This design comes from an exercise in tuning for small area on the open sky130 flow, not from production work.
Function was checked by simulation only, so behaviour that the tests miss may differ from the original.
Power and IR drop assume default switching activity.

==> flow/config.mk <==
export PLATFORM = sky130hd
export DESIGN_NAME = top_module
export DESIGN_NICKNAME = top_module
export VERILOG_FILES = /design/flow/design.v
export SDC_FILE = /design/flow/constraint.sdc
export NUM_CORES = 4
export LEC_CHECK = 0
export CAP_MARGIN = 10
export CELL_PAD_IN_SITES_DETAIL_PLACEMENT = 1
export CELL_PAD_IN_SITES_GLOBAL_PLACEMENT = 1
export CORE_MARGIN = 2
export CORE_UTILIZATION = 45
export GPL_TIMING_DRIVEN = 0
export SLEW_MARGIN = 10
==> flow/constraint.sdc <==
create_clock -name core_clock -period 80.0 [get_ports {main_clk}]
set_input_delay 16.0000 -clock core_clock [delete_from_list [all_inputs] [get_ports {main_clk}]]
set_output_delay 16.0000 -clock core_clock [all_outputs]
set_load 0.01 [all_outputs]
==> flow/design.v <==
module thr_table(
    input [7:0] n,
    output [23:0] thr
);
    wire new_n33, new_n34, new_n35, new_n36, new_n39, new_n40, new_n41, new_n42, new_n43, new_n44, new_n45, new_n46, new_n47, new_n48, new_n49, new_n50, new_n51, new_n52, new_n53, new_n54, new_n55, new_n56, new_n57, new_n58, new_n59, new_n60, new_n61, new_n62, new_n63, new_n64, new_n65, new_n66, new_n67, new_n68, new_n69, new_n70, new_n71, new_n72, new_n73, new_n74, new_n75, new_n76, new_n77, new_n78, new_n79, new_n80, new_n81, new_n82, new_n83, new_n84, new_n85, new_n86, new_n87, new_n88, new_n89, new_n90, new_n91, new_n92, new_n93, new_n94, new_n95, new_n96, new_n97, new_n98, new_n99, new_n100, new_n101, new_n102, new_n103, new_n105, new_n106, new_n107, new_n108, new_n109, new_n110, new_n111, new_n112, new_n113, new_n114, new_n115, new_n116, new_n117, new_n119, new_n120, new_n121, new_n122, new_n123, new_n124, new_n125, new_n126, new_n127, new_n128, new_n129, new_n130, new_n131, new_n132, new_n133, new_n134, new_n135, new_n136, new_n138, new_n139, new_n140, new_n141, new_n142, new_n143, new_n144, new_n145, new_n146, new_n147, new_n149, new_n150, new_n151, new_n152, new_n153, new_n154, new_n155, new_n156, new_n157, new_n158, new_n159, new_n160, new_n161, new_n163, new_n164, new_n165, new_n166, new_n167, new_n168, new_n169, new_n170, new_n171, new_n172, new_n173, new_n174, new_n175, new_n176, new_n177, new_n178, new_n179, new_n180, new_n181, new_n182, new_n183, new_n184, new_n185, new_n186, new_n187, new_n188, new_n189, new_n190, new_n191, new_n192, new_n193, new_n194, new_n195, new_n196, new_n197, new_n198, new_n199, new_n200, new_n201, new_n202, new_n203, new_n204, new_n205, new_n206, new_n207, new_n208, new_n209, new_n210, new_n211, new_n212, new_n213, new_n214, new_n215, new_n216, new_n217, new_n218, new_n219, new_n220, new_n221, new_n222, new_n224, new_n225, new_n226, new_n227, new_n228, new_n229, new_n230, new_n231, new_n232, new_n233, new_n234, new_n235, new_n236, new_n237, new_n238, new_n239, new_n240, new_n241, new_n242, new_n243, new_n244, new_n245, new_n246, new_n247, new_n248, new_n250, new_n251, new_n252, new_n253, new_n254, new_n255, new_n256, new_n257, new_n258, new_n259, new_n260, new_n261, new_n262, new_n263, new_n264, new_n265, new_n266, new_n267, new_n268, new_n269, new_n270, new_n271, new_n272, new_n273, new_n274, new_n275, new_n276, new_n277, new_n279, new_n280, new_n281, new_n282, new_n283, new_n284, new_n285, new_n286, new_n287, new_n288, new_n289, new_n290, new_n291, new_n292, new_n293, new_n294, new_n295, new_n296, new_n297, new_n298, new_n299, new_n300, new_n301, new_n302, new_n303, new_n304, new_n305, new_n306, new_n307, new_n308, new_n309, new_n310, new_n311, new_n312, new_n313, new_n314, new_n316, new_n317, new_n318, new_n319, new_n320, new_n321, new_n322, new_n323, new_n324, new_n325, new_n326, new_n328, new_n329, new_n330, new_n331, new_n332, new_n333, new_n334, new_n335, new_n336, new_n337, new_n338, new_n339, new_n341, new_n342, new_n343, new_n344, new_n345, new_n346, new_n347, new_n348, new_n349, new_n350, new_n351, new_n352, new_n353, new_n354, new_n355, new_n356, new_n358, new_n359, new_n360, new_n361, new_n362, new_n363, new_n364, new_n365, new_n366, new_n367, new_n368, new_n369, new_n370, new_n371, new_n372, new_n373, new_n374, new_n375, new_n376, new_n377, new_n378, new_n379, new_n380, new_n381, new_n382, new_n383, new_n384, new_n385, new_n386, new_n387, new_n388, new_n389, new_n390, new_n391, new_n392, new_n394, new_n395, new_n396, new_n397, new_n398, new_n399, new_n400, new_n401, new_n402, new_n403, new_n405, new_n406, new_n407, new_n408, new_n409, new_n410, new_n411, new_n412, new_n413, new_n414, new_n415, new_n416, new_n417, new_n418, new_n419, new_n420, new_n421, new_n422, new_n423, new_n424, new_n425, new_n426, new_n427, new_n428, new_n429, new_n431, new_n432, new_n433, new_n434, new_n435, new_n436, new_n437, new_n438, new_n439, new_n440, new_n441, new_n442, new_n443, new_n444, new_n445, new_n446, new_n447, new_n448, new_n449, new_n450, new_n451, new_n452, new_n453, new_n454, new_n455, new_n456, new_n458, new_n459, new_n460, new_n461, new_n462, new_n463, new_n464, new_n465, new_n466, new_n467, new_n468, new_n469, new_n470, new_n471, new_n472, new_n473, new_n474, new_n475, new_n476, new_n477, new_n478, new_n479, new_n480, new_n481, new_n482, new_n484, new_n485, new_n486, new_n487, new_n488, new_n489, new_n490, new_n491, new_n492, new_n493, new_n494, new_n495, new_n496, new_n497, new_n498, new_n499, new_n500, new_n501, new_n502, new_n503, new_n504, new_n505, new_n506, new_n507, new_n508, new_n509, new_n511, new_n512, new_n513, new_n514, new_n515, new_n516, new_n517, new_n518, new_n519, new_n520, new_n521, new_n522, new_n523, new_n524, new_n525, new_n526, new_n527, new_n528, new_n529, new_n530, new_n531, new_n532, new_n534, new_n535, new_n536, new_n537, new_n538, new_n539, new_n540, new_n541, new_n542, new_n543, new_n544, new_n545, new_n546, new_n547, new_n548, new_n550, new_n551, new_n552, new_n553, new_n554, new_n555, new_n556, new_n557, new_n558, new_n559, new_n560, new_n561, new_n562, new_n563, new_n564, new_n565, new_n566, new_n567, new_n568, new_n569, new_n570, new_n571, new_n573, new_n574, new_n575, new_n576, new_n577, new_n578, new_n579, new_n580, new_n581, new_n582, new_n583, new_n584, new_n585, new_n586, new_n587, new_n588, new_n589, new_n590;
    assign new_n33 = ~n[3] & ~n[2];
    assign new_n34 = ~n[7] & ~n[6];
    assign new_n35 = ~n[5] & new_n34;
    assign new_n36 = ~n[4] & new_n33;
    assign thr[22] = new_n35 & new_n36;
    assign thr[23] = ~n[1] & thr[22];
    assign new_n39 = n[6] & ~new_n33;
    assign new_n40 = ~n[5] & ~n[1];
    assign new_n41 = new_n33 & ~new_n40;
    assign new_n42 = ~n[5] & n[4];
    assign new_n43 = ~new_n39 & ~new_n41;
    assign new_n44 = new_n42 & ~new_n43;
    assign new_n45 = n[4] & ~n[0];
    assign new_n46 = ~n[6] & ~n[3];
    assign new_n47 = n[2] & n[1];
    assign new_n48 = n[5] & n[4];
    assign new_n49 = ~n[4] & ~n[0];
    assign new_n50 = n[3] & ~new_n49;
    assign new_n51 = n[5] & ~new_n50;
    assign new_n52 = ~n[6] & new_n50;
    assign new_n53 = ~new_n51 & ~new_n52;
    assign new_n54 = ~new_n48 & ~new_n53;
    assign new_n55 = new_n46 & ~new_n47;
    assign new_n56 = new_n54 & ~new_n55;
    assign new_n57 = ~n[6] & ~n[5];
    assign new_n58 = ~n[1] & ~new_n45;
    assign new_n59 = new_n57 & new_n58;
    assign new_n60 = ~new_n56 & ~new_n59;
    assign new_n61 = n[6] & ~n[0];
    assign new_n62 = n[4] & new_n61;
    assign new_n63 = ~n[3] & n[2];
    assign new_n64 = ~new_n45 & new_n57;
    assign new_n65 = ~new_n63 & new_n64;
    assign new_n66 = ~new_n33 & new_n62;
    assign new_n67 = ~new_n65 & ~new_n66;
    assign new_n68 = ~n[3] & ~n[1];
    assign new_n69 = n[4] & new_n33;
    assign new_n70 = ~n[0] & new_n68;
    assign new_n71 = ~new_n69 & ~new_n70;
    assign new_n72 = ~n[4] & n[0];
    assign new_n73 = ~n[6] & n[5];
    assign new_n74 = new_n71 & ~new_n72;
    assign new_n75 = new_n73 & new_n74;
    assign new_n76 = ~new_n60 & new_n67;
    assign new_n77 = ~new_n75 & ~new_n76;
    assign new_n78 = ~new_n44 & new_n77;
    assign new_n79 = ~n[5] & new_n78;
    assign new_n80 = ~n[3] & n[0];
    assign new_n81 = n[1] & n[0];
    assign new_n82 = new_n33 & ~new_n81;
    assign new_n83 = ~new_n61 & ~new_n80;
    assign new_n84 = ~new_n82 & ~new_n83;
    assign new_n85 = ~n[1] & ~n[0];
    assign new_n86 = ~new_n81 & ~new_n85;
    assign new_n87 = new_n33 & new_n86;
    assign new_n88 = n[0] & ~new_n33;
    assign new_n89 = ~new_n87 & ~new_n88;
    assign new_n90 = ~n[6] & n[4];
    assign new_n91 = n[4] & ~new_n63;
    assign new_n92 = n[0] & new_n91;
    assign new_n93 = n[6] & n[5];
    assign new_n94 = ~new_n90 & ~new_n92;
    assign new_n95 = new_n68 & new_n93;
    assign new_n96 = ~new_n94 & ~new_n95;
    assign new_n97 = new_n79 & new_n84;
    assign new_n98 = new_n56 & ~new_n89;
    assign new_n99 = ~new_n97 & ~new_n98;
    assign new_n100 = ~new_n96 & new_n99;
    assign new_n101 = ~n[3] & n[1];
    assign new_n102 = ~new_n63 & ~new_n101;
    assign new_n103 = new_n35 & new_n100;
    assign thr[21] = ~new_n102 & new_n103;
    assign new_n105 = ~n[2] & ~n[1];
    assign new_n106 = ~new_n47 & ~new_n105;
    assign new_n107 = ~n[0] & new_n106;
    assign new_n108 = n[4] & ~n[3];
    assign new_n109 = ~new_n47 & ~new_n107;
    assign new_n110 = new_n108 & ~new_n109;
    assign new_n111 = n[4] & ~new_n39;
    assign new_n112 = ~new_n82 & new_n111;
    assign new_n113 = ~n[3] & new_n86;
    assign new_n114 = ~new_n91 & ~new_n110;
    assign new_n115 = new_n113 & new_n114;
    assign new_n116 = ~new_n112 & ~new_n115;
    assign new_n117 = new_n35 & ~new_n36;
    assign thr[20] = new_n116 & new_n117;
    assign new_n119 = n[3] & new_n73;
    assign new_n120 = new_n100 & ~new_n119;
    assign new_n121 = n[6] & n[0];
    assign new_n122 = ~n[5] & ~new_n121;
    assign new_n123 = n[5] & new_n121;
    assign new_n124 = ~new_n122 & ~new_n123;
    assign new_n125 = ~new_n33 & ~new_n124;
    assign new_n126 = ~new_n42 & ~new_n125;
    assign new_n127 = ~new_n82 & ~new_n126;
    assign new_n128 = n[5] & ~n[0];
    assign new_n129 = ~new_n47 & new_n128;
    assign new_n130 = new_n49 & ~new_n129;
    assign new_n131 = ~new_n102 & new_n130;
    assign new_n132 = n[3] & n[0];
    assign new_n133 = ~n[4] & new_n132;
    assign new_n134 = new_n34 & ~new_n133;
    assign new_n135 = ~new_n120 & ~new_n127;
    assign new_n136 = new_n134 & ~new_n135;
    assign thr[19] = ~new_n131 & new_n136;
    assign new_n138 = ~n[6] & ~new_n72;
    assign new_n139 = ~new_n33 & ~new_n68;
    assign new_n140 = ~n[4] & ~new_n139;
    assign new_n141 = new_n79 & ~new_n138;
    assign new_n142 = new_n73 & ~new_n140;
    assign new_n143 = ~new_n141 & ~new_n142;
    assign new_n144 = n[4] & new_n46;
    assign new_n145 = ~new_n87 & new_n144;
    assign new_n146 = new_n143 & ~new_n145;
    assign new_n147 = ~n[7] & ~new_n146;
    assign thr[18] = thr[22] | new_n147;
    assign new_n149 = new_n79 & thr[21];
    assign new_n150 = n[6] & ~new_n79;
    assign new_n151 = ~n[5] & ~n[2];
    assign new_n152 = n[4] & n[0];
    assign new_n153 = ~n[4] & n[2];
    assign new_n154 = new_n151 & ~new_n152;
    assign new_n155 = n[5] & new_n153;
    assign new_n156 = ~new_n154 & ~new_n155;
    assign new_n157 = ~n[6] & new_n156;
    assign new_n158 = ~new_n71 & new_n157;
    assign new_n159 = ~n[7] & ~new_n158;
    assign new_n160 = ~new_n56 & ~new_n149;
    assign new_n161 = ~new_n150 & new_n160;
    assign thr[17] = ~new_n159 | ~new_n161;
    assign new_n163 = ~n[5] & n[3];
    assign new_n164 = n[6] & ~n[5];
    assign new_n165 = new_n102 & ~new_n164;
    assign new_n166 = ~new_n39 & ~new_n46;
    assign new_n167 = new_n165 & ~new_n166;
    assign new_n168 = n[4] & ~n[1];
    assign new_n169 = ~n[4] & n[1];
    assign new_n170 = ~new_n168 & ~new_n169;
    assign new_n171 = new_n63 & new_n170;
    assign new_n172 = new_n56 & ~new_n68;
    assign new_n173 = ~n[2] & ~n[0];
    assign new_n174 = n[2] & n[0];
    assign new_n175 = ~new_n173 & ~new_n174;
    assign new_n176 = ~n[3] & new_n175;
    assign new_n177 = ~new_n101 & ~new_n176;
    assign new_n178 = ~new_n49 & new_n106;
    assign new_n179 = ~new_n177 & new_n178;
    assign new_n180 = ~new_n126 & ~new_n172;
    assign new_n181 = ~new_n179 & new_n180;
    assign new_n182 = ~n[3] & new_n106;
    assign new_n183 = ~n[4] & ~new_n101;
    assign new_n184 = ~new_n45 & ~new_n110;
    assign new_n185 = ~new_n182 & new_n184;
    assign new_n186 = ~new_n183 & new_n185;
    assign new_n187 = ~n[2] & new_n72;
    assign new_n188 = ~new_n47 & ~new_n187;
    assign new_n189 = ~n[3] & new_n188;
    assign new_n190 = new_n164 & ~new_n186;
    assign new_n191 = ~new_n189 & new_n190;
    assign new_n192 = new_n101 & new_n191;
    assign new_n193 = new_n45 & new_n73;
    assign new_n194 = ~new_n192 & ~new_n193;
    assign new_n195 = ~new_n181 & new_n194;
    assign new_n196 = n[5] & new_n195;
    assign new_n197 = new_n167 & ~new_n196;
    assign new_n198 = new_n143 & ~new_n167;
    assign new_n199 = ~new_n91 & new_n198;
    assign new_n200 = ~new_n171 & ~new_n199;
    assign new_n201 = ~new_n197 & new_n200;
    assign new_n202 = ~n[6] & ~new_n151;
    assign new_n203 = ~new_n163 & new_n202;
    assign new_n204 = new_n201 & new_n203;
    assign new_n205 = ~n[5] & new_n204;
    assign new_n206 = ~n[6] & ~n[2];
    assign new_n207 = ~new_n61 & ~new_n206;
    assign new_n208 = ~n[6] & ~new_n152;
    assign new_n209 = new_n46 & new_n81;
    assign new_n210 = new_n163 & new_n208;
    assign new_n211 = ~new_n95 & ~new_n210;
    assign new_n212 = ~new_n209 & new_n211;
    assign new_n213 = ~n[3] & ~new_n207;
    assign new_n214 = ~n[5] & new_n213;
    assign new_n215 = new_n212 & ~new_n214;
    assign new_n216 = ~n[2] & new_n68;
    assign new_n217 = new_n72 & new_n216;
    assign new_n218 = new_n102 & ~new_n215;
    assign new_n219 = new_n49 & new_n218;
    assign new_n220 = ~new_n217 & ~new_n219;
    assign new_n221 = ~new_n205 & new_n220;
    assign new_n222 = new_n78 & new_n221;
    assign thr[16] = ~n[7] & ~new_n222;
    assign new_n224 = new_n36 & ~new_n81;
    assign new_n225 = new_n67 & ~new_n93;
    assign new_n226 = ~new_n95 & ~new_n209;
    assign new_n227 = n[4] & new_n226;
    assign new_n228 = ~new_n73 & ~new_n227;
    assign new_n229 = ~n[1] & new_n138;
    assign new_n230 = new_n188 & ~new_n229;
    assign new_n231 = ~n[3] & ~new_n228;
    assign new_n232 = ~new_n230 & new_n231;
    assign new_n233 = ~n[3] & ~new_n106;
    assign new_n234 = new_n48 & ~new_n182;
    assign new_n235 = ~new_n48 & ~new_n233;
    assign new_n236 = ~new_n234 & ~new_n235;
    assign new_n237 = ~new_n163 & ~new_n232;
    assign new_n238 = ~n[6] & new_n237;
    assign new_n239 = new_n128 & new_n236;
    assign new_n240 = ~new_n238 & ~new_n239;
    assign new_n241 = new_n164 & new_n182;
    assign new_n242 = ~new_n232 & ~new_n241;
    assign new_n243 = ~n[1] & ~new_n240;
    assign new_n244 = ~new_n242 & ~new_n243;
    assign new_n245 = ~n[7] & ~new_n244;
    assign new_n246 = new_n77 & ~new_n225;
    assign new_n247 = new_n245 & ~new_n246;
    assign new_n248 = n[7] & ~new_n224;
    assign thr[15] = ~new_n247 & ~new_n248;
    assign new_n250 = new_n72 & new_n167;
    assign new_n251 = ~new_n45 & ~new_n72;
    assign new_n252 = new_n68 & new_n143;
    assign new_n253 = ~new_n251 & new_n252;
    assign new_n254 = new_n120 & ~new_n253;
    assign new_n255 = ~new_n62 & ~new_n163;
    assign new_n256 = ~new_n254 & ~new_n255;
    assign new_n257 = new_n49 & ~new_n240;
    assign new_n258 = new_n34 & new_n257;
    assign new_n259 = ~n[7] & ~new_n258;
    assign new_n260 = n[5] & n[2];
    assign new_n261 = ~new_n152 & ~new_n260;
    assign new_n262 = ~n[3] & new_n261;
    assign new_n263 = ~n[5] & ~new_n47;
    assign new_n264 = ~new_n62 & ~new_n263;
    assign new_n265 = new_n41 & ~new_n73;
    assign new_n266 = ~new_n208 & new_n265;
    assign new_n267 = new_n75 & ~new_n101;
    assign new_n268 = new_n262 & new_n264;
    assign new_n269 = ~new_n267 & ~new_n268;
    assign new_n270 = ~new_n266 & new_n269;
    assign new_n271 = ~new_n256 & new_n259;
    assign new_n272 = new_n270 & new_n271;
    assign new_n273 = ~n[1] & new_n69;
    assign new_n274 = n[7] & ~new_n273;
    assign new_n275 = ~n[4] & ~new_n82;
    assign new_n276 = new_n274 & ~new_n275;
    assign new_n277 = ~new_n250 & new_n272;
    assign thr[14] = ~new_n276 & ~new_n277;
    assign new_n279 = new_n152 & ~new_n233;
    assign new_n280 = ~new_n63 & ~new_n78;
    assign new_n281 = new_n279 & ~new_n280;
    assign new_n282 = ~n[5] & ~n[4];
    assign new_n283 = ~new_n46 & ~new_n48;
    assign new_n284 = ~new_n282 & new_n283;
    assign new_n285 = n[6] & ~new_n63;
    assign new_n286 = ~new_n266 & ~new_n284;
    assign new_n287 = ~new_n285 & ~new_n286;
    assign new_n288 = ~new_n91 & new_n113;
    assign new_n289 = ~new_n281 & ~new_n287;
    assign new_n290 = ~new_n274 & new_n289;
    assign new_n291 = ~new_n288 & ~new_n290;
    assign new_n292 = ~new_n127 & ~new_n139;
    assign new_n293 = n[5] & ~n[2];
    assign new_n294 = new_n108 & ~new_n293;
    assign new_n295 = ~new_n86 & new_n294;
    assign new_n296 = n[2] & new_n68;
    assign new_n297 = new_n128 & new_n139;
    assign new_n298 = n[4] & new_n297;
    assign new_n299 = ~n[7] & ~new_n298;
    assign new_n300 = ~new_n128 & new_n296;
    assign new_n301 = ~n[6] & new_n300;
    assign new_n302 = new_n299 & ~new_n301;
    assign new_n303 = new_n46 & new_n86;
    assign new_n304 = ~new_n143 & new_n303;
    assign new_n305 = new_n302 & ~new_n304;
    assign new_n306 = ~new_n215 & ~new_n295;
    assign new_n307 = new_n305 & ~new_n306;
    assign new_n308 = n[2] & ~new_n291;
    assign new_n309 = n[7] & ~new_n308;
    assign new_n310 = new_n182 & new_n291;
    assign new_n311 = new_n309 & ~new_n310;
    assign new_n312 = ~new_n291 & ~new_n292;
    assign new_n313 = new_n121 & new_n312;
    assign new_n314 = ~new_n307 & ~new_n311;
    assign thr[13] = new_n313 | new_n314;
    assign new_n316 = n[6] & ~new_n80;
    assign new_n317 = new_n201 & ~new_n316;
    assign new_n318 = ~new_n128 & ~new_n153;
    assign new_n319 = new_n101 & ~new_n318;
    assign new_n320 = n[6] & ~new_n69;
    assign new_n321 = ~new_n319 & new_n320;
    assign new_n322 = n[0] & ~new_n51;
    assign new_n323 = new_n321 & ~new_n322;
    assign new_n324 = ~new_n281 & new_n323;
    assign new_n325 = ~n[7] & ~new_n324;
    assign new_n326 = ~new_n317 & new_n325;
    assign thr[12] = new_n291 | new_n326;
    assign new_n328 = ~n[0] & ~new_n91;
    assign new_n329 = n[7] & ~new_n132;
    assign new_n330 = new_n204 & new_n262;
    assign new_n331 = new_n86 & ~new_n195;
    assign new_n332 = ~n[3] & new_n331;
    assign new_n333 = ~new_n240 & ~new_n332;
    assign new_n334 = ~new_n195 & new_n240;
    assign new_n335 = ~new_n333 & ~new_n334;
    assign new_n336 = ~new_n330 & new_n335;
    assign new_n337 = ~n[7] & ~new_n336;
    assign new_n338 = ~new_n328 & new_n329;
    assign new_n339 = ~new_n92 & new_n338;
    assign thr[11] = new_n337 | new_n339;
    assign new_n341 = n[4] & new_n163;
    assign new_n342 = new_n49 & new_n68;
    assign new_n343 = new_n46 & ~new_n151;
    assign new_n344 = ~new_n342 & ~new_n343;
    assign new_n345 = ~new_n341 & new_n344;
    assign new_n346 = new_n77 & ~new_n345;
    assign new_n347 = ~n[7] & ~new_n346;
    assign new_n348 = ~n[3] & ~n[0];
    assign new_n349 = ~new_n132 & ~new_n348;
    assign new_n350 = n[4] & ~new_n101;
    assign new_n351 = new_n349 & new_n350;
    assign new_n352 = ~new_n36 & ~new_n351;
    assign new_n353 = ~new_n133 & new_n352;
    assign new_n354 = ~new_n70 & new_n353;
    assign new_n355 = n[7] & ~new_n354;
    assign new_n356 = ~new_n254 & new_n347;
    assign thr[10] = ~new_n355 & ~new_n356;
    assign new_n358 = n[0] & new_n42;
    assign new_n359 = ~new_n93 & ~new_n358;
    assign new_n360 = ~new_n39 & new_n359;
    assign new_n361 = ~new_n284 & ~new_n360;
    assign new_n362 = ~new_n153 & ~new_n206;
    assign new_n363 = ~new_n282 & ~new_n362;
    assign new_n364 = n[5] & ~new_n349;
    assign new_n365 = new_n68 & ~new_n363;
    assign new_n366 = ~new_n364 & ~new_n365;
    assign new_n367 = thr[12] & ~new_n366;
    assign new_n368 = new_n361 & ~new_n367;
    assign new_n369 = ~new_n361 & ~new_n366;
    assign new_n370 = ~new_n179 & ~new_n369;
    assign new_n371 = ~new_n368 & new_n370;
    assign new_n372 = ~new_n119 & ~new_n309;
    assign new_n373 = n[4] & new_n348;
    assign new_n374 = new_n102 & ~new_n348;
    assign new_n375 = ~new_n263 & ~new_n374;
    assign new_n376 = ~n[4] & ~new_n375;
    assign new_n377 = ~n[6] & ~new_n376;
    assign new_n378 = ~new_n110 & new_n377;
    assign new_n379 = new_n63 & new_n72;
    assign new_n380 = ~new_n328 & ~new_n379;
    assign new_n381 = ~n[4] & ~new_n380;
    assign new_n382 = ~new_n39 & ~new_n93;
    assign new_n383 = ~new_n381 & ~new_n382;
    assign new_n384 = ~new_n75 & ~new_n378;
    assign new_n385 = ~new_n383 & new_n384;
    assign new_n386 = ~new_n281 & ~new_n385;
    assign new_n387 = ~n[7] & ~new_n386;
    assign new_n388 = ~new_n372 & ~new_n373;
    assign new_n389 = ~new_n132 & new_n388;
    assign new_n390 = ~new_n387 & ~new_n389;
    assign new_n391 = new_n152 & ~new_n371;
    assign new_n392 = new_n68 & new_n391;
    assign thr[9] = ~new_n390 | new_n392;
    assign new_n394 = ~n[7] & new_n371;
    assign new_n395 = ~new_n90 & ~new_n153;
    assign new_n396 = new_n128 & ~new_n395;
    assign new_n397 = ~new_n75 & new_n396;
    assign new_n398 = ~new_n50 & ~new_n379;
    assign new_n399 = n[7] & new_n398;
    assign new_n400 = ~new_n397 & ~new_n399;
    assign new_n401 = new_n106 & new_n254;
    assign new_n402 = ~new_n77 & new_n401;
    assign new_n403 = ~new_n394 & ~new_n402;
    assign thr[8] = ~new_n400 | ~new_n403;
    assign new_n405 = n[4] & n[1];
    assign new_n406 = n[0] & new_n405;
    assign new_n407 = new_n63 & new_n406;
    assign new_n408 = new_n70 & ~new_n276;
    assign new_n409 = new_n329 & ~new_n408;
    assign new_n410 = ~new_n63 & new_n143;
    assign new_n411 = ~new_n317 & new_n410;
    assign new_n412 = new_n63 & ~new_n143;
    assign new_n413 = ~new_n411 & ~new_n412;
    assign new_n414 = new_n68 & new_n260;
    assign new_n415 = new_n212 & ~new_n296;
    assign new_n416 = new_n254 & ~new_n415;
    assign new_n417 = ~new_n138 & ~new_n236;
    assign new_n418 = ~new_n45 & ~new_n417;
    assign new_n419 = ~n[5] & ~new_n116;
    assign new_n420 = new_n72 & ~new_n419;
    assign new_n421 = ~new_n330 & new_n418;
    assign new_n422 = ~new_n420 & ~new_n421;
    assign new_n423 = ~new_n414 & new_n416;
    assign new_n424 = ~new_n422 & ~new_n423;
    assign new_n425 = new_n45 & ~new_n413;
    assign new_n426 = ~new_n424 & ~new_n425;
    assign new_n427 = ~new_n245 & ~new_n302;
    assign new_n428 = ~new_n426 & ~new_n427;
    assign new_n429 = ~new_n407 & new_n409;
    assign thr[7] = ~new_n428 & ~new_n429;
    assign new_n431 = n[7] & ~new_n139;
    assign new_n432 = ~n[5] & new_n132;
    assign new_n433 = ~n[7] & new_n432;
    assign new_n434 = ~new_n431 & ~new_n433;
    assign new_n435 = n[5] & ~new_n107;
    assign new_n436 = new_n206 & new_n435;
    assign new_n437 = ~new_n49 & ~new_n106;
    assign new_n438 = ~new_n107 & ~new_n437;
    assign new_n439 = ~n[5] & ~new_n438;
    assign new_n440 = ~new_n164 & ~new_n170;
    assign new_n441 = ~n[7] & ~new_n440;
    assign new_n442 = ~n[3] & new_n441;
    assign new_n443 = ~new_n439 & new_n442;
    assign new_n444 = n[3] & ~n[0];
    assign new_n445 = ~new_n259 & ~new_n444;
    assign new_n446 = ~n[4] & ~new_n445;
    assign new_n447 = new_n259 & new_n282;
    assign new_n448 = ~new_n373 & ~new_n447;
    assign new_n449 = ~new_n106 & ~new_n448;
    assign new_n450 = thr[12] & new_n446;
    assign new_n451 = ~new_n449 & ~new_n450;
    assign new_n452 = ~new_n165 & new_n347;
    assign new_n453 = ~new_n451 & ~new_n452;
    assign new_n454 = thr[14] & ~new_n434;
    assign new_n455 = ~new_n436 & new_n443;
    assign new_n456 = ~new_n454 & ~new_n455;
    assign thr[6] = new_n453 | ~new_n456;
    assign new_n458 = n[1] & ~new_n42;
    assign new_n459 = new_n82 & ~new_n164;
    assign new_n460 = new_n458 & new_n459;
    assign new_n461 = ~new_n45 & ~new_n460;
    assign new_n462 = new_n79 & ~new_n461;
    assign new_n463 = ~n[1] & ~new_n93;
    assign new_n464 = new_n176 & ~new_n463;
    assign new_n465 = ~new_n42 & ~new_n164;
    assign new_n466 = n[1] & new_n465;
    assign new_n467 = ~new_n191 & ~new_n464;
    assign new_n468 = ~new_n466 & ~new_n467;
    assign new_n469 = new_n52 & ~new_n282;
    assign new_n470 = ~new_n75 & ~new_n266;
    assign new_n471 = new_n236 & ~new_n470;
    assign new_n472 = ~n[7] & ~new_n471;
    assign new_n473 = ~new_n462 & ~new_n468;
    assign new_n474 = ~new_n469 & new_n473;
    assign new_n475 = new_n472 & new_n474;
    assign new_n476 = new_n63 & ~new_n168;
    assign new_n477 = n[0] & new_n476;
    assign new_n478 = n[7] & ~new_n477;
    assign new_n479 = ~new_n71 & ~new_n175;
    assign new_n480 = new_n478 & ~new_n479;
    assign new_n481 = ~new_n186 & new_n480;
    assign new_n482 = ~new_n330 & new_n475;
    assign thr[5] = ~new_n481 & ~new_n482;
    assign new_n484 = ~new_n183 & ~new_n352;
    assign new_n485 = n[1] & new_n348;
    assign new_n486 = new_n86 & new_n143;
    assign new_n487 = ~new_n67 & new_n350;
    assign new_n488 = ~new_n42 & ~new_n54;
    assign new_n489 = new_n121 & new_n488;
    assign new_n490 = ~new_n182 & new_n489;
    assign new_n491 = ~new_n287 & new_n487;
    assign new_n492 = ~new_n490 & ~new_n491;
    assign new_n493 = ~n[1] & new_n93;
    assign new_n494 = new_n492 & ~new_n493;
    assign new_n495 = new_n49 & new_n63;
    assign new_n496 = ~new_n380 & ~new_n495;
    assign new_n497 = ~n[4] & ~new_n163;
    assign new_n498 = ~new_n486 & new_n494;
    assign new_n499 = new_n496 & new_n498;
    assign new_n500 = new_n497 & new_n499;
    assign new_n501 = new_n69 & ~new_n242;
    assign new_n502 = new_n67 & ~new_n501;
    assign new_n503 = new_n494 & new_n502;
    assign new_n504 = ~new_n496 & ~new_n503;
    assign new_n505 = ~new_n167 & new_n504;
    assign new_n506 = new_n305 & ~new_n505;
    assign new_n507 = ~new_n484 & ~new_n485;
    assign new_n508 = n[7] & new_n507;
    assign new_n509 = ~new_n500 & new_n506;
    assign thr[4] = ~new_n508 & ~new_n509;
    assign new_n511 = ~n[2] & n[0];
    assign new_n512 = ~new_n169 & ~new_n511;
    assign new_n513 = ~new_n293 & ~new_n512;
    assign new_n514 = ~n[3] & ~new_n513;
    assign new_n515 = new_n34 & ~new_n514;
    assign new_n516 = n[4] & ~new_n272;
    assign new_n517 = ~new_n515 & ~new_n516;
    assign new_n518 = ~new_n355 & new_n517;
    assign new_n519 = ~n[4] & n[3];
    assign new_n520 = n[7] & new_n519;
    assign new_n521 = ~new_n518 & ~new_n520;
    assign new_n522 = ~new_n110 & new_n521;
    assign new_n523 = n[5] & new_n85;
    assign new_n524 = ~new_n287 & new_n523;
    assign new_n525 = n[1] & new_n138;
    assign new_n526 = ~n[7] & ~new_n525;
    assign new_n527 = ~new_n131 & new_n514;
    assign new_n528 = ~new_n524 & new_n527;
    assign new_n529 = new_n526 & new_n528;
    assign new_n530 = new_n106 & new_n529;
    assign new_n531 = new_n522 & ~new_n530;
    assign new_n532 = ~new_n522 & new_n529;
    assign thr[3] = new_n531 | new_n532;
    assign new_n534 = new_n128 & new_n182;
    assign new_n535 = ~new_n121 & new_n251;
    assign new_n536 = ~new_n534 & ~new_n535;
    assign new_n537 = ~new_n254 & new_n266;
    assign new_n538 = new_n536 & ~new_n537;
    assign new_n539 = new_n80 & new_n164;
    assign new_n540 = new_n538 & ~new_n539;
    assign new_n541 = ~new_n330 & new_n540;
    assign new_n542 = new_n36 & new_n93;
    assign new_n543 = ~new_n419 & ~new_n542;
    assign new_n544 = new_n105 & new_n189;
    assign new_n545 = ~new_n133 & ~new_n544;
    assign new_n546 = new_n478 & new_n545;
    assign new_n547 = ~new_n541 & new_n543;
    assign new_n548 = new_n259 & new_n547;
    assign thr[2] = ~new_n546 & ~new_n548;
    assign new_n550 = ~n[6] & ~n[0];
    assign new_n551 = n[5] & ~new_n550;
    assign new_n552 = ~new_n485 & new_n551;
    assign new_n553 = ~new_n45 & ~new_n183;
    assign new_n554 = ~new_n552 & ~new_n553;
    assign new_n555 = ~new_n419 & new_n554;
    assign new_n556 = ~new_n256 & new_n555;
    assign new_n557 = n[5] & ~new_n63;
    assign new_n558 = ~new_n108 & new_n557;
    assign new_n559 = new_n63 & new_n164;
    assign new_n560 = ~n[6] & ~new_n294;
    assign new_n561 = ~new_n559 & ~new_n560;
    assign new_n562 = ~new_n558 & ~new_n561;
    assign new_n563 = new_n472 & ~new_n562;
    assign new_n564 = ~new_n91 & ~new_n407;
    assign new_n565 = ~new_n71 & ~new_n107;
    assign new_n566 = ~new_n437 & new_n565;
    assign new_n567 = ~new_n140 & new_n564;
    assign new_n568 = ~new_n566 & ~new_n567;
    assign new_n569 = ~new_n556 & new_n563;
    assign new_n570 = ~new_n281 & new_n569;
    assign new_n571 = n[7] & ~new_n568;
    assign thr[1] = ~new_n570 & ~new_n571;
    assign new_n573 = ~n[4] & ~new_n177;
    assign new_n574 = new_n139 & new_n485;
    assign new_n575 = ~new_n573 & ~new_n574;
    assign new_n576 = n[7] & new_n575;
    assign new_n577 = new_n42 & new_n101;
    assign new_n578 = ~new_n287 & ~new_n577;
    assign new_n579 = new_n240 & ~new_n578;
    assign new_n580 = new_n73 & ~new_n102;
    assign new_n581 = ~new_n153 & new_n580;
    assign new_n582 = ~n[0] & new_n240;
    assign new_n583 = ~new_n579 & ~new_n581;
    assign new_n584 = ~new_n582 & ~new_n583;
    assign new_n585 = ~n[7] & new_n492;
    assign new_n586 = ~new_n584 & new_n585;
    assign new_n587 = new_n34 & new_n49;
    assign new_n588 = ~new_n131 & ~new_n587;
    assign new_n589 = ~new_n143 & ~new_n588;
    assign new_n590 = ~new_n576 & ~new_n586;
    assign thr[0] = ~new_n589 & ~new_n590;
endmodule
module top_module(
    input main_clk,
    input rst,
    input btn_up, btn_dwn,
    output [6:0] leds,
    output [1:0] segment,
    output out_pulse
);
    reg [11:0] up_d;
    reg up_s, up_o;
    wire up_diff = btn_up ^ up_s;
    wire up_lim = ~up_d[0] & ~up_d[1] & ~up_d[3] & up_d[4] & up_d[6] & ~up_d[8] & up_d[9] & up_d[10] & ~up_d[11];
    wire up_flip = up_diff & up_lim;
    wire up_sn = up_s ^ up_flip;
    always @(posedge main_clk) begin
        if (rst | up_flip) up_d <= 12'b000000000001;
        else if (up_diff) up_d <= {up_d[10:0], ~(up_d[10] ^ up_d[11])};
    end
    reg [11:0] dn_d;
    reg dn_s, dn_o;
    wire dn_diff = btn_dwn ^ dn_s;
    wire dn_lim = ~dn_d[0] & ~dn_d[1] & ~dn_d[3] & dn_d[4] & dn_d[6] & ~dn_d[8] & dn_d[9] & dn_d[10] & ~dn_d[11];
    wire dn_flip = dn_diff & dn_lim;
    wire dn_sn = dn_s ^ dn_flip;
    always @(posedge main_clk) begin
        if (rst | dn_flip) dn_d <= 12'b000000000001;
        else if (dn_diff) dn_d <= {dn_d[10:0], ~(dn_d[10] ^ dn_d[11])};
    end
    reg [3:0] pt, pu;
    reg si, sd;
    wire plus = si & ~sd;
    wire minus = sd & ~si;
    wire pu9 = (pu == 4'd9);
    wire pu0 = (pu == 4'd0);
    wire [3:0] nu = plus ? (pu9 ? 4'd0 : pu + 4'd1) : minus ? (pu0 ? 4'd9 : pu - 4'd1) : pu;
    wire [3:0] nt = (plus & pu9) ? pt + 4'd1 : (minus & pu0) ? pt - 4'd1 : pt;
    wire at_max = (nt == 4'd9) & (nu == 4'd9);
    wire at_one = (nt == 4'd0) & (nu == 4'd1);
    wire inc = up_sn & ~up_o & ~at_max;
    wire up_on = up_sn & (up_o | ~at_max);
    wire dn_lock = at_one & ~inc;
    wire dec = dn_sn & ~dn_o & ~dn_lock;
    wire dn_on = dn_sn & (dn_o | ~dn_lock);
    reg toggle;
    always @(posedge main_clk) begin
        if (rst) begin
            up_s <= 1'b0; dn_s <= 1'b0; up_o <= 1'b0; dn_o <= 1'b0;
            pt <= 4'd0; pu <= 4'd0; si <= 1'b1; sd <= 1'b0;
            toggle <= 1'b0;
        end else begin
            up_s <= up_sn; dn_s <= dn_sn; up_o <= up_on; dn_o <= dn_on;
            pt <= nt; pu <= nu; si <= inc; sd <= dec;
            toggle <= ~toggle;
        end
    end
    wire [23:0] thr;
    thr_table u_thr (.n({nt, nu}), .thr(thr));
    reg [23:0] c;
    reg pulse;
    wire [24:0] ge;      
    wire [24:0] cy;      
    wire [23:0] c1;
    assign ge[0] = 1'b1;
    assign cy[0] = 1'b1;
    genvar i;
    generate for (i = 0; i < 24; i = i + 1) begin : g
        assign ge[i+1] = (c[i] & ~thr[i]) | (~(c[i] ^ thr[i]) & ge[i]);
        assign c1[i] = c[i] ^ cy[i];
        assign cy[i+1] = c[i] & cy[i];
    end endgenerate
    wire wrap = ge[24];
    always @(posedge main_clk) begin
        if (rst | wrap) c <= 24'd0;
        else c <= c1;
        if (rst) pulse <= 1'b0;
        else if (wrap) pulse <= ~pulse;
    end
    assign out_pulse = pulse;
    wire [3:0] digit = toggle ? pt : pu;
    reg [6:0] seg;
    always @(*) begin
        case (digit)
            4'd0: seg = 7'b0111111;
            4'd1: seg = 7'b0000110;
            4'd2: seg = 7'b1011011;
            4'd3: seg = 7'b1001111;
            4'd4: seg = 7'b1100110;
            4'd5: seg = 7'b1101101;
            4'd6: seg = 7'b1111101;
            4'd7: seg = 7'b0000111;
            4'd8: seg = 7'b1111111;
            4'd9: seg = 7'b1101111;
            default: seg = 7'b0000000;
        endcase
    end
    assign leds = seg;
    assign segment = {~toggle, toggle};
endmodule
==> flow/flow/run.sh <==
#!/bin/bash
# Own layout flow: the standard flow (standard.sh, ORFS) with these changes:
#  - synthesis: the combinational logic is mapped by ABC with an area-oriented script
#    (flow/abc_own.script) instead of ORFS's, and Yosys's full/half-adder extraction is
#    skipped so that ABC sees all the logic; registers are mapped by the standard
#    synthesis unchanged (same cells and names);
#  - port buffers are sky130_fd_sc_hd__buf_1 (every input and output still gets one);
#  - CTS builds its tree from clkbuf_8 only and inserts no dummy loads.
# Each tool's log is in orfs/logs/; make's output is in own_flow.log.
set -euo pipefail
W=$(pwd)
cp flow/abc_own.script "$W/abc_own.script"
cat > "$W/own_synth.tcl" <<EOT
proc abc {args} {
  set i [lsearch -exact \$args -script]
  if {\$i >= 0} { set args [lreplace \$args [expr {\$i+1}] [expr {\$i+1}] $W/abc_own.script] }
  yosys abc {*}\$args
}
proc extract_fa {args} { }
source $W/synth_recipe.tcl
EOT
EXTRA="'BUFFER_PORTS_ARGS=-buffer_cell sky130_fd_sc_hd__buf_1' 'CTS_ARGS=-sink_clustering_enable -repair_clock_nets -dont_use_dummy_load -buf_list sky130_fd_sc_hd__clkbuf_8'"
sed -E "s#SYNTH_SCRIPT=[^ ]*synth_recipe.tcl'?#SYNTH_SCRIPT=$W/own_synth.tcl $EXTRA#" standard.sh > own_standard.sh
grep -q "own_synth.tcl" own_standard.sh
bash own_standard.sh > "$W/own_flow.log" 2>&1
==> flow/flow/abc_own.script <==
strash
&get -n
&deepsyn -T 300
&dch -f
&nf -R 1000
&put
topo
==> flow/standard.sh <==
#!/bin/bash
# synth_recipe.tcl (not shown) runs the flow's synth.tcl, then flattens the netlist and writes it again
# the make line also repeats each setting of config.mk as NAME=value (left out here)
make -C /OpenROAD-flow-scripts/flow DESIGN_CONFIG=/design/flow/config.mk WORK_HOME=/design/flow/orfs CLKGATE_MAP_FILE= SYNTH_SCRIPT=/design/flow/synth_recipe.tcl "${@:-finish}"
==> flow_summary.json, run 1 <==
{
  "worst_ir_drop_vdd_mv": 0.0114,
  "synth-xor-area-share": 0.0726,
  "start_kind": "register",
  "wl_met2_mm": 8.67,
  "grt_usage": 0.379,
  "synth_top_area_share": 0.295,
  "fin_cells": 753,
  "muxShareOfSynthArea": 0.0219,
  "slowest_stage": "dfxtp_1",
  "ctsResizeCount": 0,
  "dpl_cell_area_mm2": 0.00470,
  "postCtsHoldBufs": 0,
  "grt_pass1_wl_mm": 29.4,
  "hold_viol": 0,
  "synth_top_family_by_area": "compound AO/OA/AOI/OAI gates",
  "die_w_um": 102,
  "reg2reg_from": "si",
  "cts_tree": "yes",
  "min_to": "sd",
  "syn_area_mm2": 0.00434,
  "mappedNetlistNets": 599,
  "fin_area_mm2": 0.00482,
  "core_mm2": 0.00928,
  "synth_edf_count": 0,
  "overflow": 0,
  "synthArstFlopShare": 0,
  "yosys.area.top_type": "dfxtp_1",
  "synth_warnings": 1,
  "path_buf_inv": 1,
  "synth_fa_ha_area_frac": 0.0115,
  "ios": 14,
  "drt-met1-wl_mm": 7.59,
  "via_per_inst": 7.00,
  "cts_max_level": 3,
  "grt_max_degree": 25,
  "outcome": "complete, no violations",
  "arrival_ns": 2.54,
  "wl_met3_mm": 1.93,
  "finalSetupTns_ns": 0,
  "fin_crit_sh": 0.232,
  "first_pass_iters": 5,
  "highest_layer": "met4",
  "syn_area_per_cell_um2": 7.29,
  "final_nets": 630,
  "slew_violations": 0,
  "post-cts-setup-buffer-count": 0,
  "route.vias.total": 5268,
  "ys_seq_area_frac": 0.295,
  "synth_compound_area_frac": 0.317,
  "cts-root-buf": "clkbuf_8",
  "holdCritStartpoint": "dn_o",
  "worstHoldPathType": "reg -> reg",
  "synthSimpleGateAreaFrac": 0.278,
  "ant_nets": 0,
  "mostFrequentLayoutCells": "nor2_1 (105), nand2_1 (75), dfxtp_1 (64)",
  "grt_pass1_vias": 5370,
  "crit_top_cell": "nor2_1",
  "min_path_cells": 1,
  "die_h_um": 102,
  "final.min_clock_period_ns": 18.54,
  "wl_mm": 19.5,
  "setup_viol": 0,
  "worst_slew_pin_slew_ns": 1.47,
  "dp_hpwl_mm": 14.6,
  "end_kind": "output pin",
  "drc": 0,
  "rsz0062_at_grt": "no",
  "path_class": "reg -> out",
  "cp.required_ns": 64.00,
  "crit_path_max_incr_delay_ns": 0.93,
  "synthFlopType": "dfxtp_1",
  "clkLatencyLatePin_ns": 0.36,
  "dp.cells": 744,
  "synth_cells": 595,
  "clk_pin_slew_ns": 0.06,
  "worstPathCellList": "mux2_1 -> nor2_1 -> xnor2_1 -> o21a_1 -> nor2_1 -> a21oi_1 -> buf_1",
  "row_count": 35,
  "crit_fanout": 16,
  "reg2reg_depth": 49,
  "rrSetupSlack_ns": 65.07,
  "p_per_area_mw_per_mm2": 25.2,
  "antenna_found_initial": 0,
  "crit_family": "flip-flops",
  "yosys_register_bits": 64,
  "numPortBuffers": 13,
  "clock_skew_ns": 0.0295,
  "drive_above_1_share": 0.0401,
  "drtIter0Drc": 745,
  "leakage_nw": 1.82,
  "clock_sink_count": 64,
  "maxSlewHeadroom": 0.0223,
  "dieArea_mm2": 0.0104,
  "gp_congestion": 1.05,
  "max_clock_freq_ghz": 0.0539,
  "wl_per_cell_um": 25.9,
  "diodes": 0,
  "syn_to_final_growth_pct": 11.0,
  "clockBufferDepth": 2,
  "r2r-end": "c[18]",
  "cts_buffers": 9,
  "final_common_cell": "nor2_1",
  "netlist_top_cells_area": "dfxtp_1 (30%), nor2_1 (9.1%), nand2_1 (6.5%)",
  "maxCapViolations": 0,
  "synth_cell_types": 53,
  "initial_utilization": 0.468
}
[per-stage QoR]
stage / hold slack, ns / util / worst slack [ns] / total power, W
floorplan: 0.391 / - / 62.31 / 0.0000739
global placement: 0.424 / 0.490 / 62.05 / 0.0000953
detailed placement: 0.423 / 0.506 / 61.84 / 0.0000973
CTS: 0.437 / 0.519 / 61.53 / 0.000118
global route: 0.452 / 0.519 / 61.40 / 0.000126
finish: 0.433 / 0.519 / 61.46 / 0.000122
[area by class of cell]
cell class / count / area [um2]
multi-input combinational: 527 / 3100
buffer: 1 / 7.51
clock buffer: 9 / 124
inverter: 3 / 11.3
sequential: 64 / 1280
timing repair buffer: 20 / 139
tap: 129 / 161
fill: 1236 / 4460
[power by group]
group          internal (W)  total (W)  switching (W)
Sequential        0.0000326  0.0000340     0.00000145
Clock            0.00000998  0.0000208      0.0000109
Combinational     0.0000190  0.0000668      0.0000479
[how the worst max path moves through the flow]
stage | start | end | slack (ns) | cells after the start
floorplan | toggle | leds[1] | 62.31 | 6
global placement | pt[1] | leds[1] | 62.05 | 7
detailed placement | rst | c[6] | 61.84 | 3
CTS | pt[1] | leds[1] | 61.53 | 7
global route | pt[1] | leds[1] | 61.40 | 7
finish | pt[1] | leds[1] | 61.46 | 7
[logic make-up (layout without fill, tap and decap cells)]
| kind of cell | Yosys count | after routing |
|---|---|---|
| compound gates | 206 | 206 |
| xor+xnor | 36 | 36 |
| fa+ha+maj | 5 | 5 |
| buf+inv | 4 | 33 |
| flops | 64 | 64 |
| mux | 9 | 9 |
| simple gates | 271 | 271 |
[flip-flops by register name (all words and copies together) (netlist names)]
name    cells
c          24
dn_d       12
dn_o        1
dn_s        1
pt          4
pu          4
pulse       1
sd          1
si          1
toggle      1
up_d       12
up_o        1
up_s        1
[Yosys cell counts (3+ instances only)]
library cell	n
a22oi_1	10
mux2i_1	5
nor2b_1	5
a211oi_1	4
nor3_1	28
a221oi_1	6
nand3_1	17
a21o_1	4
nand2_1	75
and2_0	8
o31ai_1	9
o211ai_1	7
clkinv_1	3
a31oi_1	12
nand2b_1	3
o221ai_1	5
a22o_1	23
nor4_1	5
o21ai_0	36
nor2_1	105
a21oi_1	51
maj3_1	5
and3_1	11
dfxtp_1	64
o32ai_1	3
mux2_1	4
a2111oi_0	3
xnor2_1	25
xor2_1	11
o22ai_1	13
[routing by layer]
layer  vias to the layer above  global-route usage
met3                       103              0.0964
met2                       368               0.619
li1                       2305                   -
met5                         -                   0
met1                      2492               0.449
met4                         0               0.229
==> run 2, diff against run 1 <==
--- a/flow/config.mk
+++ b/flow/config.mk
@@ -9,6 +9,7 @@
 export CELL_PAD_IN_SITES_DETAIL_PLACEMENT = 1
 export CELL_PAD_IN_SITES_GLOBAL_PLACEMENT = 1
 export CORE_MARGIN = 2
-export CORE_UTILIZATION = 45
+export CORE_UTILIZATION = 40
 export GPL_TIMING_DRIVEN = 0
+export PLACE_DENSITY = 0.45
 export SLEW_MARGIN = 10
==> flow_summary.json, run 2 <==
{
  "outcome": "complete, no violations",
  "dp_hpwl_mm": 14.2,
  "wl_per_cell_um": 24.7,
  "drive_above_1_share": 0.0401,
  "max_clock_freq_ghz": 0.0540,
  "start_kind": "register",
  "synth_cells": 595,
  "gp_congestion": 1.05,
  "power_switching_w": 0.0000603,
  "min_path_cells": 1,
  "synth_top_area_share": 0.295,
  "crit_top_cell": "nor2_1",
  "final.min_clock_period_ns": 18.50,
  "fin_area_mm2": 0.00483,
  "route.vias.total": 5160,
  "syn_area_mm2": 0.00434,
  "largest_register": "c",
  "cts_tree": "yes",
  "ant_nets": 0,
  "mappedNetlistNets": 599,
  "cp.required_ns": 64.00,
  "finalSetupTns_ns": 0,
  "cts_max_level": 3,
  "nFillCells": 1374,
  "hold_viol": 0,
  "wl_met2_mm": 8.41,
  "worstHoldPathType": "reg -> reg",
  "end_kind": "output pin",
  "p_per_area_mw_per_mm2": 25.2,
  "via_per_inst": 6.75,
  "worst_ir_drop_vdd_mv": 0.0130,
  "leakage_nw": 1.82,
  "yosys.area.top_type": "dfxtp_1",
  "place_ws_ns": 61.90,
  "rrSetupSlack_ns": 64.73,
  "holdCritStartpoint": "dn_o",
  "crit_fanout": 16,
  "syn_to_final_growth_pct": 11.3,
  "synth_warnings": 1,
  "postCtsHoldBufs": 0,
  "crit_path_max_incr_delay_ns": 0.95,
  "maxSlewHeadroom": 0.147,
  "reg2reg_from": "si",
  "yosysMostFrequentCell": "nor2_1",
  "rsz0062_at_grt": "no",
  "slew_violations": 0,
  "maxCapViolations": 0,
  "overflow": 0,
  "antenna_found_initial": 0,
  "initial_utilization": 0.406,
  "mostFrequentLayoutCells": "nor2_1 (105), nand2_1 (75), dfxtp_1 (64)",
  "comb_power_share": 0.549,
  "final_nets": 630,
  "clock_sink_count": 64,
  "die_w_um": 108,
  "top_regs": "c: 24 flops, dn_d: 12 flops, up_d: 12 flops",
  "largest_reg_flops": 24,
  "cts_buffers": 9,
  "synth_commonest_cells": "nor2_1 (105), nand2_1 (75), dfxtp_1 (64)",
  "synth_edf_count": 0,
  "clk_pin_slew_ns": 0.07,
  "worst_slew_pin_slew_ns": 1.27,
  "cts-root-buf": "clkbuf_8",
  "highest_layer": "met4",
  "ios": 14,
  "wl_mm": 18.9,
  "seq_power_share": 0.279,
  "dieArea_mm2": 0.0117,
  "synthArstFlopShare": 0,
  "grt_pass1_vias": 5129,
  "worstPathCellList": "mux2_1 -> nor2_1 -> xnor2_1 -> o21a_1 -> nor2_1 -> a21oi_1 -> buf_1",
  "p_clk_frac": 0.172,
  "path_class": "reg -> out",
  "first_pass_iters": 5,
  "yosys_register_bits": 64,
  "clkLatencyLatePin_ns": 0.36,
  "arrival_ns": 2.50,
  "post-cts-setup-buffer-count": 0,
  "clock_skew_ns": 0.0270,
  "fin_crit_sh": 0.231,
  "setup_viol": 0,
  "numPortBuffers": 13,
  "drtIter0Drc": 562,
  "fin_cells": 764,
  "diodes": 0,
  "row_count": 38,
  "synth_cell_types": 53,
  "sw_frac_of_total": 0.495,
  "drt-met1-wl_mm": 7.78,
  "ctsResizeCount": 0,
  "wl_met3_mm": 1.56,
  "ys_seq_area_frac": 0.295,
  "dp.cells": 755,
  "grt_pass1_wl_mm": 29.0,
  "drc": 0,
  "final_common_cell": "nor2_1",
  "clockBufferDepth": 2,
  "slowest_stage": "dfxtp_1",
  "grt_max_degree": 25,
  "reg2reg_depth": 49,
  "dpl_cell_area_mm2": 0.00471,
  "fin_ws_ns": 61.50,
  "p_int_w": 0.0000614,
  "core_mm2": 0.0107,
  "grt_usage": 0.330,
  "syn_area_per_cell_um2": 7.29,
  "netlist_top_cells_area": "dfxtp_1 (30%), nor2_1 (9.1%), nand2_1 (6.5%)",
  "synthFlopType": "dfxtp_1",
  "min_to": "sd",
  "die_h_um": 108,
  "r2r-end": "c[12]",
  "fin_hold_ws_ns": 0.449
}
[run 2: cell types whose count changed in the layout (fill, tap and decap cells not counted)]
cell,previous run,this run
buf_8,4,2
buf_6,2,5
buf_4,2,1
[run 2: critical path, delay by kind of cell, from the launching register on]
kind / cells / cell delay [ns]
AO/OA/AOI/OAI: 2 / 0.32
XOR/XNOR: 1 / 0.20
buffers and inverters: 1 / 0.17
flip-flops: 1 / 0.95
multiplexers: 1 / 0.34
AND/OR/NAND/NOR: 2 / 0.18
[run 2: through the flow]
| stage | utilization | power [W] |
|---|---|---|
| floorplan | - | 0.0000739 |
| global placement | 0.427 | 0.0000970 |
| detailed placement | 0.440 | 0.0000978 |
| CTS | 0.451 | 0.000119 |
| global route | 0.451 | 0.000127 |
| finish | 0.451 | 0.000122 |
[run 2: power by group through the flow]
stage               Combinational [W]  Clock (W)  Sequential (W)
floorplan                   0.0000398          0       0.0000341
global placement            0.0000625          0       0.0000345
detailed placement          0.0000631          0       0.0000346
CTS                         0.0000635  0.0000216       0.0000339
global route                0.0000702  0.0000229       0.0000340
finish                      0.0000669  0.0000209       0.0000340
[run 2: final cells by class]
type / count / area [um2] / area share
Buffer: 1 / 7.51 / 0.00155
Timing Repair Buffer: 20 / 135 / 0.0280
Clock buffer: 9 / 124 / 0.0256
Tap cell: 140 / 175 / 0.0363
Sequential cell: 64 / 1280 / 0.265
Multi-Input combinational cell: 527 / 3100 / 0.641
Inverter: 3 / 11.3 / 0.00233
[run 2: worst max path at each step]
stage / startpoint / cells after the start / slack, ns / to
5_1_grt: pt[1] / 7 / 61.42 / leds[1]
4_1_cts: pt[1] / 7 / 61.56 / leds[1]
2_1_floorplan: toggle / 6 / 62.31 / leds[1]
6_report: pt[1] / 7 / 61.50 / leds[1]
3_5_place_dp: rst / 3 / 61.90 / c[12]
3_3_place_gp: pt[1] / 7 / 62.01 / leds[1]
[run 2: cells by family (layout without fill, tap and decap cells)]
kind of cell,count (synthesis),in the layout,share of synthesized area
fa+ha+maj,5,5,0.0115
xor+xnor,36,36,0.0726
flops,64,64,0.295
buf+inv,4,33,0.00432
compound gates,206,206,0.317
mux,9,9,0.0219
simple gates,271,271,0.278
[run 2: metal layers]
layer	GRT usage	vias to the layer above
li1	-	2308
met1	0.405	2493
met2	0.522	277
met3	0.0874	82
met4	0.190	0
met5	0	-
==> run 3, diff against run 2 <==
==> flow/flow/abc_own.script (replaced) <==
strash
&get -n
&deepsyn -T 600
&dch -f
&nf -R 1000
&put
topo
==> flow/config.mk (replaced) <==
export PLATFORM = sky130hd
export DESIGN_NAME = top_module
export DESIGN_NICKNAME = top_module
export VERILOG_FILES = /design/flow/design.v
export SDC_FILE = /design/flow/constraint.sdc
export NUM_CORES = 4
export LEC_CHECK = 0
export CAP_MARGIN = 0
export CELL_PAD_IN_SITES_DETAIL_PLACEMENT = 1
export CELL_PAD_IN_SITES_GLOBAL_PLACEMENT = 1
export CORE_MARGIN = 2
export CORE_UTILIZATION = 45
export GPL_TIMING_DRIVEN = 0
export PLACE_DENSITY = 0.5
export SLEW_MARGIN = 0
==> flow_summary.json, run 3 <==
{
  "outcome": "finished with violations",
  "so_faults": "max-capacitance violations, max-slew violations",
  "drt-met1-wl_mm": 7.31,
  "largest_reg_flops": 24,
  "crit_top_cell": "nor2_1",
  "diodes": 0,
  "clock_skew_ns": 0.0219,
  "synth_cell_types": 53,
  "cts-root-buf": "clkbuf_8",
  "start_kind": "register",
  "wl_mm": 19.3,
  "ant_nets": 0,
  "end_kind": "output pin",
  "synth_cells": 595,
  "rsz0062_at_grt": "no",
  "worst_slew_pin_slew_ns": 1.53,
  "path_class": "reg -> out",
  "synth_fa_ha_area_frac": 0.0115,
  "synth_commonest_cells": "nor2_1 (105), nand2_1 (75), dfxtp_1 (64)",
  "core_mm2": 0.00928,
  "yosysMostFrequentCell": "nor2_1",
  "top_regs": "c: 24 flops, dn_d: 12 flops, up_d: 12 flops",
  "synth-xor-area-share": 0.0726,
  "clk_pin_slew_ns": 0.07,
  "reg2reg_depth": 49,
  "numPortBuffers": 13,
  "wl_per_cell_um": 25.8,
  "muxShareOfSynthArea": 0.0219,
  "cp.required_ns": 64.00,
  "highest_layer": "met4",
  "synthArstFlopShare": 0,
  "ys_seq_area_frac": 0.295,
  "first_pass_iters": 6,
  "p_clk_frac": 0.177,
  "antenna_found_initial": 0,
  "final_nets": 628,
  "cts_max_level": 3,
  "drc": 0,
  "dieArea_mm2": 0.0104,
  "rrSetupSlack_ns": 64.93,
  "worstHoldPathType": "reg -> reg",
  "post-cts-setup-buffer-count": 0,
  "syn_to_final_growth_pct": 10.8,
  "nFillCells": 1201,
  "setup_viol": 0,
  "grt_pass1_vias": 5289,
  "netlist_top_cells_area": "dfxtp_1 (30%), nor2_1 (9.1%), nand2_1 (6.5%)",
  "maxSlewHeadroom": -0.0479,
  "crit_fanout": 16,
  "p_int_w": 0.0000612,
  "power_switching_w": 0.0000611,
  "finalSetupTns_ns": 0,
  "via_per_inst": 7.12,
  "synthSimpleGateAreaFrac": 0.278,
  "cts_buffers": 9,
  "crit_path_max_incr_delay_ns": 0.98,
  "drtIter0Drc": 737,
  "holdCritStartpoint": "dn_o",
  "overflow": 0,
  "seq_power_share": 0.278,
  "route.vias.total": 5348,
  "synthFlopType": "dfxtp_1",
  "sw_frac_of_total": 0.499,
  "syn_area_per_cell_um2": 7.29,
  "reg2reg_from": "si",
  "worstPathCellList": "mux2_1 -> nor2_1 -> xnor2_1 -> o21a_1 -> nor2_1 -> a21oi_1 -> buf_1",
  "maxCapViolations": 1,
  "final_common_cell": "nor2_1",
  "die_w_um": 102,
  "arrival_ns": 2.59,
  "clock_sink_count": 64,
  "worstSetupStartpoint": "pt[1]",
  "slowest_stage": "dfxtp_1",
  "synth_top_area_share": 0.295,
  "synth_top_family_by_area": "compound AO/OA/AOI/OAI gates",
  "largest_register": "c",
  "wl_met3_mm": 2.11,
  "crit_family": "flip-flops",
  "ios": 14,
  "leakage_nw": 1.81,
  "fin_crit_sh": 0.232,
  "clkLatencyLatePin_ns": 0.34,
  "syn_area_mm2": 0.00434,
  "slew_violations": 4,
  "die_h_um": 102,
  "mappedNetlistNets": 599,
  "min_path_cells": 1,
  "wl_met2_mm": 8.65,
  "r2r-end": "c[6]",
  "grt_pass1_wl_mm": 29.4,
  "gp_congestion": 1.05,
  "grt_max_degree": 25,
  "min_to": "sd",
  "postCtsHoldBufs": 0,
  "ctsResizeCount": 0,
  "mostFrequentLayoutCells": "nor2_1 (105), nand2_1 (75), dfxtp_1 (64)",
  "comb_power_share": 0.544,
  "p_per_area_mw_per_mm2": 25.4,
  "drive_above_1_share": 0.0386,
  "initial_utilization": 0.468,
  "synth_compound_area_frac": 0.317,
  "total_power_w": 0.000122,
  "path_buf_inv": 1,
  "dp_hpwl_mm": 14.4,
  "grt_usage": 0.372,
  "yosys.area.top_type": "dfxtp_1",
  "cts_tree": "yes",
  "row_count": 35,
  "max_clock_freq_ghz": 0.0538,
  "worst_ir_drop_vdd_mv": 0.0121,
  "yosys_register_bits": 64,
  "synth_warnings": 1,
  "final.min_clock_period_ns": 18.59,
  "hold_viol": 0,
  "clockBufferDepth": 2,
  "synth_edf_count": 0
}
## run 3: per-layer routing
| layer | vias to the layer above | global-route usage |
|---|---|---|
| li1 | 2308 | - |
| met1 | 2529 | 0.458 |
| met2 | 399 | 0.608 |
| met3 | 112 | 0.0725 |
| met4 | 0 | 0.208 |
| met5 | - | 0 |
## run 3: cell families (layout without fill, tap and decap cells)
logic type,count (synthesis),after routing
flops,64,64
buf+inv,4,31
compound gates,206,206
mux,9,9
fa+ha+maj,5,5
simple gates,271,271
xor+xnor,36,36
## run 3: layout make-up
| cell class | instances | area (um2) | area share |
|---|---|---|---|
| tap | 129 | 161 | 0.0336 |
| timing repair buffer | 18 | 120 | 0.0250 |
| inverter | 3 | 11.3 | 0.00234 |
| clock buffer | 9 | 124 | 0.0258 |
| buffer | 1 | 7.51 | 0.00156 |
| sequential | 64 | 1280 | 0.266 |
| multi-input combinational | 527 | 3100 | 0.645 |
## run 3: power by group through the flow
stage,clock network (W),logic (W),registers (W)
floorplan,0,0.0000398,0.0000341
global placement,0,0.0000608,0.0000345
detailed placement,0,0.0000618,0.0000346
CTS,0.0000217,0.0000622,0.0000339
global route,0.0000231,0.0000685,0.0000341
finish,0.0000217,0.0000666,0.0000340
## run 3: worst max path at each step
stage / endpoint / slack, ns / depth (start not counted)
finish: leds[1] / 61.41 / 7
global route: leds[1] / 61.36 / 7
CTS: leds[1] / 61.53 / 7
detailed placement: c[18] / 61.82 / 3
global placement: leds[1] / 62.05 / 7
floorplan: leds[1] / 62.31 / 6
## run 3: worst reg2reg max path: cells and delay by family (launching register included)
kind / cells / cell delay, ns
compound gates: 24 / 7.11
mux: 1 / 0.22
xor+xnor: 1 / 0.83
fa+ha+maj: 5 / 0.94
simple gates: 18 / 5.40
flops: 1 / 0.39
## run 3: through the flow
step | std cells | hold slack, ns | util | setup WS, ns | cell area [um2]
final | 751 | 0.453 | 0.518 | 61.41 | 4810
after global routing | 751 | 0.459 | 0.518 | 61.36 | 4810
after CTS | 751 | 0.444 | 0.516 | 61.53 | 4790
after detailed placement | 742 | 0.441 | 0.503 | 61.82 | 4670
after global placement | 737 | 0.424 | 0.490 | 62.05 | 4550
after floorplan | 595 | 0.391 | - | 62.31 | 4340

==> what the ideal ports hide <==
In the flow no input, the clock included, has a driving cell. The finished layouts below were timed again as built, in two steps. Step 1 (the two cells are an assumption about what drives the block):
set clk [get_ports {main_clk}]
set_driving_cell -lib_cell sky130_fd_sc_hd__clkbuf_16 $clk
set_driving_cell -lib_cell sky130_fd_sc_hd__buf_2 [delete_from_list [all_inputs] $clk]
Step 2, shift: input delay + t, output delay - t, t = (earliest + latest rising clock arrival at the registers) / 2. This alone moves slack from input paths to output paths. a / b / c = ideal / step 1 / step 2; a / b = the first two.
run | shift t [ns] | setup slack, ns | worst data-port slew with drivers (ns) | pins driven straight from the clock port
run 1 | 0.379 | 61.458 / 61.423 / 61.801 | 0.04 | 1
run 2 | 0.378 | 61.498 / 61.465 / 61.842 | 0.03 | 1
run 3 | 0.365 | 61.415 / 61.380 / 61.745 | 0.03 | 1
